This is an optimization exercise on Yosys and OpenROAD, whose aim is small area, not a production implementation. In this exercise RTL edits were held to simulation tests only and were not proved equivalent to the original. No activity file was given, so power comes from the tool's default toggle rates.

==> inputs of v25 <==
## cf_cpu
module cf_cpu (
	input wire clk,
	input wire rst_n,
	output wire [16:0] bus_address,
	output wire bus_wr_en,
	output wire bus_io_flag,
	output wire bus_burst,
	output wire [15:0] bus_data_in,
	output wire bus_enable,
	input wire bus_ready,
	input wire [15:0] bus_data_out
);
	reg [3:0]  bc;
	reg [6:0]  st;
	reg        sy;
	reg [15:0] rA, rX, rR0, rR1, rS, rP, rT;
	reg [15:0] M, AR;
	reg [7:0]  IR;
	reg [3:0]  cnt;
	reg        c, q, zf, zAr;
	reg        f_slt, f_seq, f_ult, f_eq;
	wire ph0  = (bc == 4'd0);
	wire ph7  = (bc == 4'd7);
	wire ph15 = (bc == 4'd15);
	wire [2:0] md = IR[2:0];
	wire zA   = zAr & ~rA[0];           
	wire zfn  = zf & ~M[0];            
	wire last = (cnt == 4'd15);
	wire port = (AR[7:2] == 6'b111100);
	wire s_O_C8 = (st == 7'd72);
	wire s_O_C9 = (st == 7'd73);
	wire s_O_CA = (st == 7'd74);
	wire s_O_CB = (st == 7'd75);
	wire s_O_CC = (st == 7'd76);
	wire s_O_CD = (st == 7'd77);
  ...
clock: 10.0 ns
lec_check: 0
abc_area: 1
cap_margin: 20
core_margin: 2
core_utilization: 40
slew_margin: 20
buffer_ports_args: -buffer_cell sky130_fd_sc_hd__buf_1
cts_args: -sink_clustering_enable -repair_clock_nets -dont_use_dummy_load -buf_list sky130_fd_sc_hd__clkbuf_8
standard.sh (not shown) runs the stock make flow with config.mk's settings and CLKGATE_MAP_FILE= SYNTH_SCRIPT=/design/flow/synth_recipe.tcl, a recipe that flattens the netlist after the stock synthesis.
==> flow/flow/run.sh <==
#!/bin/bash
# Layout flow: the standard synthesis; then yosys/abc re-maps the
# combinational logic for area, keeping every flip-flop instance (name and
# cell type) as the standard synthesis made it; then the standard ORFS steps
# with buf_1 port buffers and a clock tree of clkbuf_8 without dummy loads.
# Each tool's output goes to a log of its own in this folder.
set -euo pipefail
cat >> config.mk <<'EOF'
export BUFFER_PORTS_ARGS = -buffer_cell sky130_fd_sc_hd__buf_1
export CTS_ARGS = -sink_clustering_enable -repair_clock_nets -dont_use_dummy_load -buf_list sky130_fd_sc_hd__clkbuf_8
EOF
bash standard.sh synth > synth.log 2>&1
R=orfs/results/${FLOW_PLATFORM}/cf_cpu/base
YOSYS=yosys
if [[ -x ${FLOW_HOME}/../tools/install/yosys/bin/yosys ]]; then YOSYS=${FLOW_HOME}/../tools/install/yosys/bin/yosys; fi
cp ${R}/1_2_yosys.v ${R}/1_2_yosys_std.v
REMAP_LIB=${FLOW_HOME}/platforms/sky130hd/lib/sky130_fd_sc_hd__tt_025C_1v80.lib \
REMAP_IN=${R}/1_2_yosys_std.v REMAP_OUT=${R}/1_2_yosys.v REMAP_ABC=flow/area.abc \
  ${YOSYS} -c flow/remap.tcl > remap.log 2>&1
rm -f ${R}/1_synth.odb ${R}/1_synth.sdc
bash standard.sh synth > synth_odb.log 2>&1
bash standard.sh > finish.log 2>&1
==> flow/flow/area.abc <==
strash
fraig
resub
dc2
drw
resub
dch -f
map -a
strash
dch -f
amap
topo
==> flow/flow/remap.tcl <==
# Re-map the combinational logic of a synthesized sky130hd netlist for area,
# keeping every flip-flop instance (name and cell type) as it is.
yosys -import
set lib $::env(REMAP_LIB)
set in  $::env(REMAP_IN)
set out $::env(REMAP_OUT)
read_liberty -ignore_miss_func -ignore_miss_data_latch $lib
read_verilog $in
hierarchy -top cf_cpu
set ffs [list sky130_fd_sc_hd__dfxtp_1 sky130_fd_sc_hd__edfxtp_1 sky130_fd_sc_hd__dfxtp_2 sky130_fd_sc_hd__dfxtp_4 sky130_fd_sc_hd__edfxtp_1 sky130_fd_sc_hd__dfrtp_1 sky130_fd_sc_hd__dfstp_2 sky130_fd_sc_hd__dfrtp_2 sky130_fd_sc_hd__dfrtp_4 sky130_fd_sc_hd__dfstp_1 sky130_fd_sc_hd__dfstp_4 sky130_fd_sc_hd__sdfxtp_1 sky130_fd_sc_hd__conb_1]
foreach f $ffs { catch { setattr -mod -set keep_hierarchy 1 $f } }
flatten
yosys rename -hide w:*.*
opt_clean -purge
stat
abc -script $::env(REMAP_ABC) -liberty $lib -dont_use sky130_fd_sc_hd__lpflow_* -dont_use sky130_fd_sc_hd__probe*
splitnets
opt_clean -purge
hilomap -singleton -hicell sky130_fd_sc_hd__conb_1 HI -locell sky130_fd_sc_hd__conb_1 LO
foreach f $ffs { catch { blackbox $f } }
stat -liberty $lib
write_verilog -noattr -noexpr -nohex -nodec $out
==> inputs of v36, as changes to v25 <==
==> flow/flow/area.abc (replaced) <==
strash
dch -f
map -a
strash
dch -f
map -a
topo
==> results_dict.tcl <==
set metrics [dict create \
    tap_cells 220 \
    placed_area_sq_um 7300 \
    drt-vias-per-instance 5.80 \
    critPathMaxStageDelay_ns 0.84 \
    status "complete, no violations" \
]
(the above is from v36)
==> results_dict.tcl <==
set metrics [dict create \
    status "complete, no violations" \
    placed_area_sq_um 7080 \
    critical_path_class "reg2reg" \
    drt-vias-per-instance 6.13 \
    cp.arrival_ns 6.14 \
    tap_cells 216 \
]
(the above is from v25)

==> job 6082: inputs <==
Starting RTL as in the previous note.
clock: 10.0 ns
lec_check: 0
abc_area: 1
cap_margin: 20
core_margin: 2
core_utilization: 40
slew_margin: 20
buffer_ports_args: -buffer_cell sky130_fd_sc_hd__buf_1
cts_args: -sink_clustering_enable -repair_clock_nets -dont_use_dummy_load -buf_list {sky130_fd_sc_hd__clkbuf_4 sky130_fd_sc_hd__clkbuf_8}
==> flow/flow/run.sh <==
#!/bin/bash
# Layout flow: the standard synthesis; then yosys/abc re-maps the
# combinational logic for area, keeping every flip-flop instance (name and
# cell type) as the standard synthesis made it; then the standard ORFS steps
# with buf_1 port buffers and a clock tree of clkbuf_8 without dummy loads.
# Each tool's output goes to a log of its own in this folder.
set -euo pipefail
cat >> config.mk <<'EOF'
export BUFFER_PORTS_ARGS = -buffer_cell sky130_fd_sc_hd__buf_1
export CTS_ARGS = -sink_clustering_enable -repair_clock_nets -dont_use_dummy_load -buf_list {sky130_fd_sc_hd__clkbuf_4 sky130_fd_sc_hd__clkbuf_8}
EOF
bash standard.sh synth > synth.log 2>&1
R=orfs/results/${FLOW_PLATFORM}/cf_cpu/base
YOSYS=yosys
if [[ -x ${FLOW_HOME}/../tools/install/yosys/bin/yosys ]]; then YOSYS=${FLOW_HOME}/../tools/install/yosys/bin/yosys; fi
cp ${R}/1_2_yosys.v ${R}/1_2_yosys_std.v
REMAP_LIB=${FLOW_HOME}/platforms/sky130hd/lib/sky130_fd_sc_hd__tt_025C_1v80.lib \
REMAP_IN=${R}/1_2_yosys_std.v REMAP_OUT=${R}/1_2_yosys.v REMAP_ABC=flow/area.abc \
  ${YOSYS} -c flow/remap.tcl > remap.log 2>&1
rm -f ${R}/1_synth.odb ${R}/1_synth.sdc
bash standard.sh synth > synth_odb.log 2>&1
bash standard.sh > finish.log 2>&1
==> flow/flow/area.abc <==
strash
dch -f
map -a
strash
dch -f
map -a
topo
Scripts as last shown in full above: flow/flow/remap.tcl
==> inputs of job 9943, as changes to job 6082 <==
--- a/flow/flow/run.sh
+++ b/flow/flow/run.sh
@@ -7,7 +7,7 @@
 set -euo pipefail
 cat >> config.mk <<'EOF'
 export BUFFER_PORTS_ARGS = -buffer_cell sky130_fd_sc_hd__buf_1
-export CTS_ARGS = -sink_clustering_enable -repair_clock_nets -dont_use_dummy_load -buf_list {sky130_fd_sc_hd__clkbuf_4 sky130_fd_sc_hd__clkbuf_8}
+export CTS_ARGS = -sink_clustering_enable -repair_clock_nets -dont_use_dummy_load -buf_list sky130_fd_sc_hd__clkbuf_8
 EOF
 bash standard.sh synth > synth.log 2>&1
 R=orfs/results/${FLOW_PLATFORM}/cf_cpu/base
==> flow/flow/area.abc (replaced) <==
strash
fraig
resub
dc2
drw
resub
dch -f
map -a
strash
dch -f
amap
topo
--- a/flow/config.mk
+++ b/flow/config.mk
@@ -9,6 +9,7 @@
 export CAP_MARGIN = 20
 export CORE_MARGIN = 2
 export CORE_UTILIZATION = 40
+export GPL_TIMING_DRIVEN = 0
 export SLEW_MARGIN = 20
 export BUFFER_PORTS_ARGS = -buffer_cell sky130_fd_sc_hd__buf_1
-export CTS_ARGS = -sink_clustering_enable -repair_clock_nets -dont_use_dummy_load -buf_list {sky130_fd_sc_hd__clkbuf_4 sky130_fd_sc_hd__clkbuf_8}
+export CTS_ARGS = -sink_clustering_enable -repair_clock_nets -dont_use_dummy_load -buf_list sky130_fd_sc_hd__clkbuf_8
==> qor.csv <==
stage,metric,value,unit
status,outcome,no timing/DRC/antenna violations,
power,power dissipated in sequential cells,765,µW
power,share of total power in the clock network,0.307,
final_layout,Layout Cells excl Fill,964,
[end of results for job 9943]
==> qor.csv <==
stage,metric,value,unit
placed_design,total placed instance area,7302,µm²
timing,minimum hold slack,0.3056,ns
placed_design,port buffer count,55,
final_layout,Layout Cells excl Fill,1074,
status,outcome,no timing/DRC/antenna violations,
power,power dissipated in sequential cells,749,µW
[end of results for job 6082]

==> port drivers added, routing unchanged <==
In the flow no input, the clock included, has a driving cell. The finished layouts below were timed again as built, in two steps. Step 1 sets driving cells, clkbuf_16 on the clock port and buf_2 on the other inputs (assumed; they add their load-dependent delay and slew). Step 2 moves the port delays by t, midway between the first and last clock arrival at a register: inputs arrive t later, outputs are due t later. That takes back most of the time a late clock gives input paths. Three values: ideal ports, drivers, drivers and shift; two values: the first two.
| run | t (ns) | setup WS [ns] | hold slack, ns |
|---|---|---|---|
| v25 | 0.480 | 3.999 / 3.999 / 3.999 | 0.297 / 0.297 / 0.297 |
| v36 | 0.478 | 4.295 / 4.258 / 4.736 | 0.306 / 0.306 / 0.306 |
| job 6082 | 0.478 | 4.295 / 4.258 / 4.736 | 0.306 / 0.306 / 0.306 |
| job 9943 | 0.477 | 3.012 / 3.012 / 3.012 | 0.305 / 0.305 / 0.305 |
After both steps setup and hold are still met in every run listed.
